Source: an optimization exercise on an open RTL-to-GDS flow (aim: small area, a short achievable clock period and few clock cycles). Production flows keep margins and buffers that such runs may drop.
Function was checked by simulation only, so behaviour that the tests miss may differ from the original.
Power figures rest on the tool's default switching activity, not on a simulated workload.

`flow/config.mk`:
```
export PLATFORM = sky130hd
export DESIGN_NAME = dm_cache_controller
export DESIGN_NICKNAME = dm_cache_controller
export VERILOG_FILES = /design/flow/design.v
export SDC_FILE = /design/flow/constraint.sdc
export NUM_CORES = 4
export LEC_CHECK = 0
export CAP_MARGIN = 20
export CORE_MARGIN = 2
export CORE_UTILIZATION = 40
export SLEW_MARGIN = 20
```
`flow/constraint.sdc`:
```
create_clock -name core_clock -period 5.0 [get_ports {clk}]
set_input_delay 1.0000 -clock core_clock [delete_from_list [all_inputs] [get_ports {clk}]]
set_output_delay 1.0000 -clock core_clock [all_outputs]
set_load 0.01 [all_outputs]
```
`flow/design.v`:
```
module dm_cache_tag (
    input           clk,
    input           rst,
    input  [15:0]   line_sel,      
    input           tag_we,        
    input  [23:0]   tag_in,
    input           set_dirty,
    input           clr_dirty,
    output [383:0]  tags,
    output [15:0]   valid,
    output [15:0]   dirty
);
reg [23:0] tag_mem [0:15];
reg [15:0] valid_r, dirty_r;
genvar i;
generate
    for (i = 0; i < 16; i = i + 1) begin : g_line
        always @(posedge clk)
            if (line_sel[i] & tag_we)
                tag_mem[i] <= tag_in;
        always @(posedge clk)
            if (rst)
                valid_r[i] <= 1'b0;
            else if (line_sel[i] & tag_we)
                valid_r[i] <= 1'b1;
        always @(posedge clk)
            if (line_sel[i] & (tag_we | clr_dirty))
                dirty_r[i] <= 1'b0;
            else if (line_sel[i] & set_dirty)
                dirty_r[i] <= 1'b1;
        assign tags[i*24 +: 24] = tag_mem[i];
    end
endgenerate
assign valid = valid_r;
assign dirty = dirty_r;
endmodule
module dm_cache_data (
    input           clk,
    input  [15:0]   line_sel,      
    input           fill,          
    input           wr_word,       
    input  [3:0]    word_sel,      
    input  [127:0]  fill_data,
    input  [31:0]   word_data,
    output [2047:0] lines
);
reg [127:0] mem [0:15];
wire [127:0] din = fill ? fill_data : {4{word_data}};
genvar i, w;
generate
    for (i = 0; i < 16; i = i + 1) begin : g_line
        for (w = 0; w < 4; w = w + 1) begin : g_word
            always @(posedge clk)
                if (line_sel[i] & (fill | (wr_word & word_sel[w])))
                    mem[i][w*32 +: 32] <= din[w*32 +: 32];
        end
        assign lines[i*128 +: 128] = mem[i];
    end
endgenerate
endmodule
`timescale 1ns/1ns
module dm_cache_controller (
    input clk,
    input rst,
    input               cpu_req_valid_i,
    input               cpu_req_rw_i,
    input [31:0]        cpu_req_addr_i,
    input [31:0]        cpu_req_data_i,
    output              cpu_data_ready_o,
    output [31:0]       cpu_data_o,
    input               mem_ready_i,
    input  [127:0]      mem_data_i,
    output              mem_req_valid_o,
    output              mem_req_rw_o,
    output [31:0]       mem_req_addr_o,
    output [127:0]      mem_req_data_o
);
reg  [23:0] rtag;
reg  [3:0]  ridx;
reg  [1:0]  roff;
reg         rrw;
reg  [31:0] rdata;
reg  [15:0] rsel;        
reg  [15:0] eq;          
reg         busy;        
reg         wait_wb;     
reg         wait_rd;     
reg         filled;      
wire [383:0]  tags;
wire [15:0]   valid, dirty;
wire [2047:0] lines;
wire lookup = busy & ~wait_wb & ~wait_rd;
wire hit    = filled | (|(eq & valid & rsel));
wire victim_dirty = |(valid & dirty & rsel);
wire fill     = wait_rd & mem_ready_i;
wire wb_done  = wait_wb & mem_ready_i;
wire wr_hit   = lookup & hit & rrw;
wire [127:0] line = lines[ridx*128 +: 128];
wire [23:0]  vtag = tags[ridx*24 +: 24];
assign cpu_data_ready_o = lookup & hit;
assign cpu_data_o       = line[roff*32 +: 32];
assign mem_req_valid_o  = lookup & ~hit;
assign mem_req_rw_o     = victim_dirty;
assign mem_req_addr_o   = {victim_dirty ? vtag : rtag, ridx, 4'b0};
assign mem_req_data_o   = line;
dm_cache_tag cache_tag (
    .clk(clk),
    .rst(rst),
    .line_sel(rsel),
    .tag_we(fill),
    .tag_in(rtag),
    .set_dirty(wr_hit),
    .clr_dirty(wb_done),
    .tags(tags),
    .valid(valid),
    .dirty(dirty)
);
dm_cache_data cache_data (
    .clk(clk),
    .line_sel(rsel),
    .fill(fill),
    .wr_word(wr_hit),
    .word_sel(4'b1 << roff),
    .fill_data(mem_data_i),
    .word_data(rdata),
    .lines(lines)
);
wire [15:0] eq_next;
genvar i;
generate
    for (i = 0; i < 16; i = i + 1) begin : g_eq
        assign eq_next[i] = tags[i*24 +: 24] == cpu_req_addr_i[31:8];
    end
endgenerate
always @(posedge clk) begin
    if (cpu_req_valid_i) begin
        rtag  <= cpu_req_addr_i[31:8];
        ridx  <= cpu_req_addr_i[7:4];
        roff  <= cpu_req_addr_i[3:2];
        rrw   <= cpu_req_rw_i;
        rdata <= cpu_req_data_i;
        rsel  <= 16'b1 << cpu_req_addr_i[7:4];
        eq    <= eq_next;
    end
end
always @(posedge clk) begin
    if (rst) begin
        busy    <= 1'b0;
        wait_wb <= 1'b0;
        wait_rd <= 1'b0;
        filled  <= 1'b0;
    end else begin
        if (cpu_req_valid_i) begin
            busy   <= 1'b1;
            filled <= 1'b0;
        end else if (lookup & hit)
            busy   <= 1'b0;
        if (lookup & ~hit) begin
            wait_wb <= victim_dirty;
            wait_rd <= ~victim_dirty;
        end else if (wb_done)
            wait_wb <= 1'b0;
        else if (fill) begin
            wait_rd <= 1'b0;
            filled  <= 1'b1;
        end
    end
end
endmodule
```
`flow/run.sh`:
```
#!/bin/bash
# synth_recipe.tcl (not shown) runs the flow's synth.tcl, then flattens the netlist and writes it again
# the make line also repeats each setting of config.mk as NAME=value (left out here)
make -C /OpenROAD-flow-scripts/flow DESIGN_CONFIG=/design/flow/config.mk WORK_HOME=/design/flow/orfs CLKGATE_MAP_FILE= SYNTH_SCRIPT=/design/flow/synth_recipe.tcl finish
```
==> summary.md <==
| Metric | Value |
|---|---|
| Count of distinct cell types in the synthesized netlist | 40 |
| Die outline area | roughly 260,000 sq um |
| Total of warnings raised by yosys | 5 |
| Number of primary I/O pins | 392 |
| Static leakage power | 40.02 nW |
| Via count of the first global-routing pass | between 50,000 and 60,000 |
| DP Wirelength | about 210 mm |
| Number of port buffers | around 390 |
| Avg Vias per Cell | 5.955 |
| Total detailed-routing wirelength | between 300 and 400 mm |
| Placed Area | around 110,000 sq um |
| Via Count | between 50,000 and 60,000 |
| Dominant cells by area after synthesis | sky130_fd_sc_hd__edfxtp_1 74%, sky130_fd_sc_hd__mux4_2 14%, sky130_fd_sc_hd__a22oi_1 2.3% |
| Fin area | approximately 120,000 sq um |
| Slack of the critical path | 17.32 ps |
| Minimum setup slack after placement | approximately 240 ps |
| Critical Path End Type | primary output |
| Number of flops mapped to enable cells by yosys | roughly 2,500 |
| Initial antenna violation count | 15 |
| Largest buffer count on any clock path | 4 |
| Number of buffers inserted during clock tree synthesis | ~290 |
| Cell count after placement | around 8,800 |
| Hold bufs inserted after CTS | 0 |
| Area overhead of the layout relative to synthesis | 20.29% |
| Power Total | ~52 mW |
| Transition at the pin with the smallest max-transition slack | 1160 ps |
| Number of design rule violations left after detail routing | 0 |
| CP startpoint kind | flip-flop |
| Placement Rows | around 190 |
| Final setup violating endpoints | 0 |
| Post-layout util | around 48% |
| Final standard cell count with taps included and fillers excluded | ~9,400 |
| Initial core utilization | roughly two fifths |
| Iteration-0 DRC Markers | 7,680 |
| Max Cap Violations | 0 |
| Clock sink total | about 2,600 |
| Die height | a little over 500 um |
| Grt total ovfl | 0 |
| CP Cell Sequence | buf_4, buf_16, mux4_2, mux4_2, mux2_2, clkdlybuf4s50_1 |
| Leading cell type by number of instances after synthesis | sky130_fd_sc_hd__edfxtp_1 |
| Share of flip-flops with an asynchronous set or reset after synthesis | 0% |
| Yosys top cell by area | sky130_fd_sc_hd__edfxtp_1 |
| Register-to-register setup slack | 1400 ps |
| Overall routing resource usage | around a quarter |
| Cell depth of the worst hold path | 1 |
| Req. time, crit path | around 4000 ps |
| Crit path largest cell delay | 550 ps |
| Worst skew pair latency | approximately 960 ps |
| Post-synth top area share | roughly 74% |
| Crit-path slowest cell | sky130_fd_sc_hd__mux4_2 |
| Mean instance size in the synthesized netlist | 20.19 sq um |
| Setup total negative slack | 0 ps |
| Crit. Startpoint | ridx[1] |
| TritonCTS clock tree | built |
| Worst Reg-to-Reg Cells | 5 |
| Hold path startpoint | cache_tag.dirty_r[11] |
| Worst path most repeated cell | sky130_fd_sc_hd__mux4_2 |
| Cell area after synthesis | about 100,000 sq um |
| Number of levels in the clock H-tree | 5 |
| Type of the worst setup path | flip-flop to primary output |
| Number of standard cells after synthesis | about 5,100 |
| Power density over the cells | 420.9 nW/um^2 |
| RSZ-0062 raised after global routing | yes |
| Highest ir drop seen on vdd | around 0.32 mV |
| Share of synthesized area occupied by flip-flops and latches | roughly 75% |
| Worst setup skew after layout | a little under 90 ps |
| Fraction of final layout cells sized beyond drive strength 1 | between 20% and 30% |
| Data arrival, critical path | roughly 4000 ps |
| Final-layout worst hold slack | between 400 and 500 ps |
| FF-to-FF Start | roff[1] |
| Mean routed wirelength per cell | approximately 36 um |
| Detailed-routing iteration count for the pre-antenna-repair pass | 6 |
| Post-synthesis register bit count | 2,563 |
| Endpoint of the worst register-to-register path | cache_data.mem[1][104] |
| Final nets | 5,999 |
| Run status | no timing/DRC/antenna violations |
| Crit path max fanout | 97 |
| Post-synth top cells | 2,527 x sky130_fd_sc_hd__edfxtp_1, 632 x sky130_fd_sc_hd__mux4_2, 467 x sky130_fd_sc_hd__nand2_1 |
| Total count of max-transition violations in the final report | 0 |
| DIE WIDTH | a little over 500 um |
| Hold/Removal Path Class | flip-flop to flip-flop |
| Clock Pin Slew Worst Setup and Hold Paths | 60 ps |
| Area inside the core boundary | 254,200 sq um |
| Final cycle utilization of the critical path | roughly 100% |
| Remaining number of nets flagged by the antenna check after routing | 0 |
| Max-slew headroom | about 22% |
| Top flip-flop cell by instance count after synthesis | sky130_fd_sc_hd__edfxtp_1 |
| Final estimated routing congestion in global placement | ~0.92 |
| Clk root buf | sky130_fd_sc_hd__clkbuf_16 |
| Time the worst path needs with I/O delays and setup | 4983 ps |
| Upper clock frequency limit | roughly 200 MHz |
| Global-route wire length before repair | 450.8 mm |
| Hold violation count in the final report | 0 |
| Worst hold path endpoint | cache_tag.dirty_r[11] |
| Maximum number of pins on one net before global-route repair | just under 100 |
==> per-layer routing <==
layer,up-vias,part of all wire [%],routed length (um),GRT usage [%]
met4,8,5.7,19060,13.04
met5,-,0.013,42,0
li1,22262,-,-,-
met1,29911,38,125500,33.44
met3,617,9.0,30170,4.758
met2,3038,48,159400,40.15
==> report_power, final <==
group	internal [mW]	total, mW	switching, mW
Combinational	2.40	6.55	4.15
Sequential	25.0	25.4	0.346
Clock	11.5	19.9	8.37
==> registers in the layout, summed over array words and instances, names as in the netlist, 4 cells and up <==
register / cells
cache_tag.dirty_r: 16
cache_tag.valid_r: 16
cache_tag.tag_mem: 384
eq: 16
cache_data.mem: 2048
rtag: 24
ridx: 4
rdata: 32
rsel: 16
==> kinds of logic after synthesis <==
| logic type | after synthesis | synth area share [%] |
|---|---|---|
| DFF | 2563 | 74.89 |
| other | 1 | 0.003666 |
| and+or+nand+nor | 729 | 3.146 |
| xor gates and xnor gates | 384 | 3.288 |
| buffers and inverters | 321 | 1.432 |
| muxes | 656 | 14.18 |
| AOI/OAI and AO/OA | 413 | 3.065 |
==> area by class of cell <==
class	count	area [sq um]
Antenna cell	10	25.02
Clock buffer	347	7535
Clock inverter	142	1099
Fill cell	20847	131100
Inverter	3	11.26
Multi-Input combinational cell	2186	25430
Sequential cell	2563	76600
Tap cell	3366	4212
Timing Repair Buffer	760	8139
==> cell usage in the layout (no fill, tap or decap), drive strengths merged, types with 110 or more instances in the layout <==
master            n
clkinv          110
clkbuf          353
nand2           467
xnor2           128
buf             363
mux4            632
a22oi           314
xor2            256
edfxtp         2527
clkdlybuf4s50   353
==> worst max-delay path by stage <==
stage,end,slack (ps),cells after the start
2_1_floorplan,cache_data.mem[15][100],640,4
3_5_place_dp,cpu_data_o[22],240,10
6_report,mem_req_addr_o[25],20,6
3_3_place_gp,cpu_data_o[22],230,10
4_1_cts,cpu_data_o[1],-70,10
5_1_grt,cpu_data_o[8],-50,11
==> worst max-delay path: cells and delay by family (launching register included) <==
kind	cells	cell delay (ps)
flops	1	460
buf+inv	3	1060
mux	3	1270
==> what timing repair did <==
action                                  4_1_cts  5_1_grt
endpoints found under the setup margin       58       30
setup buffers                                29       57
gates cloned                                 11        6
gates resized for setup                     152       50
pin swaps                                    13       18
Testbench counts, summed over its fixed seeds: cycles 59,010.

separate check: timing with driven ports:
How much do the figures lean on ideal ports? The routed layout below was timed once more, with nothing changed but the port constraints. Step 1 (the two cells are an assumption about what drives the block):
set clk [get_ports {clk}]
set_driving_cell -lib_cell sky130_fd_sc_hd__clkbuf_16 $clk
set_driving_cell -lib_cell sky130_fd_sc_hd__buf_2 [delete_from_list [all_inputs] $clk]
Step 2 adds t to the input delays and takes it off the output delays; t is the mean of the earliest and latest rising clock arrival at the registers after step 1. Input paths then give back, and output paths get back, about the clock's delay inside the block. Three values: no drivers, after step 1, after step 2; two values: the first two.
shift t [ns]: 1.007
setup slack, ns: 0.017 / -0.077 / 0.447
worst data-port slew with drivers (ns): 0.15
cell pins on the clock port's net: 1
After both steps this run still meets setup and hold. For this run, drivers alone change the setup slack by -0.094 ns; drivers and shift together by +0.430 ns.
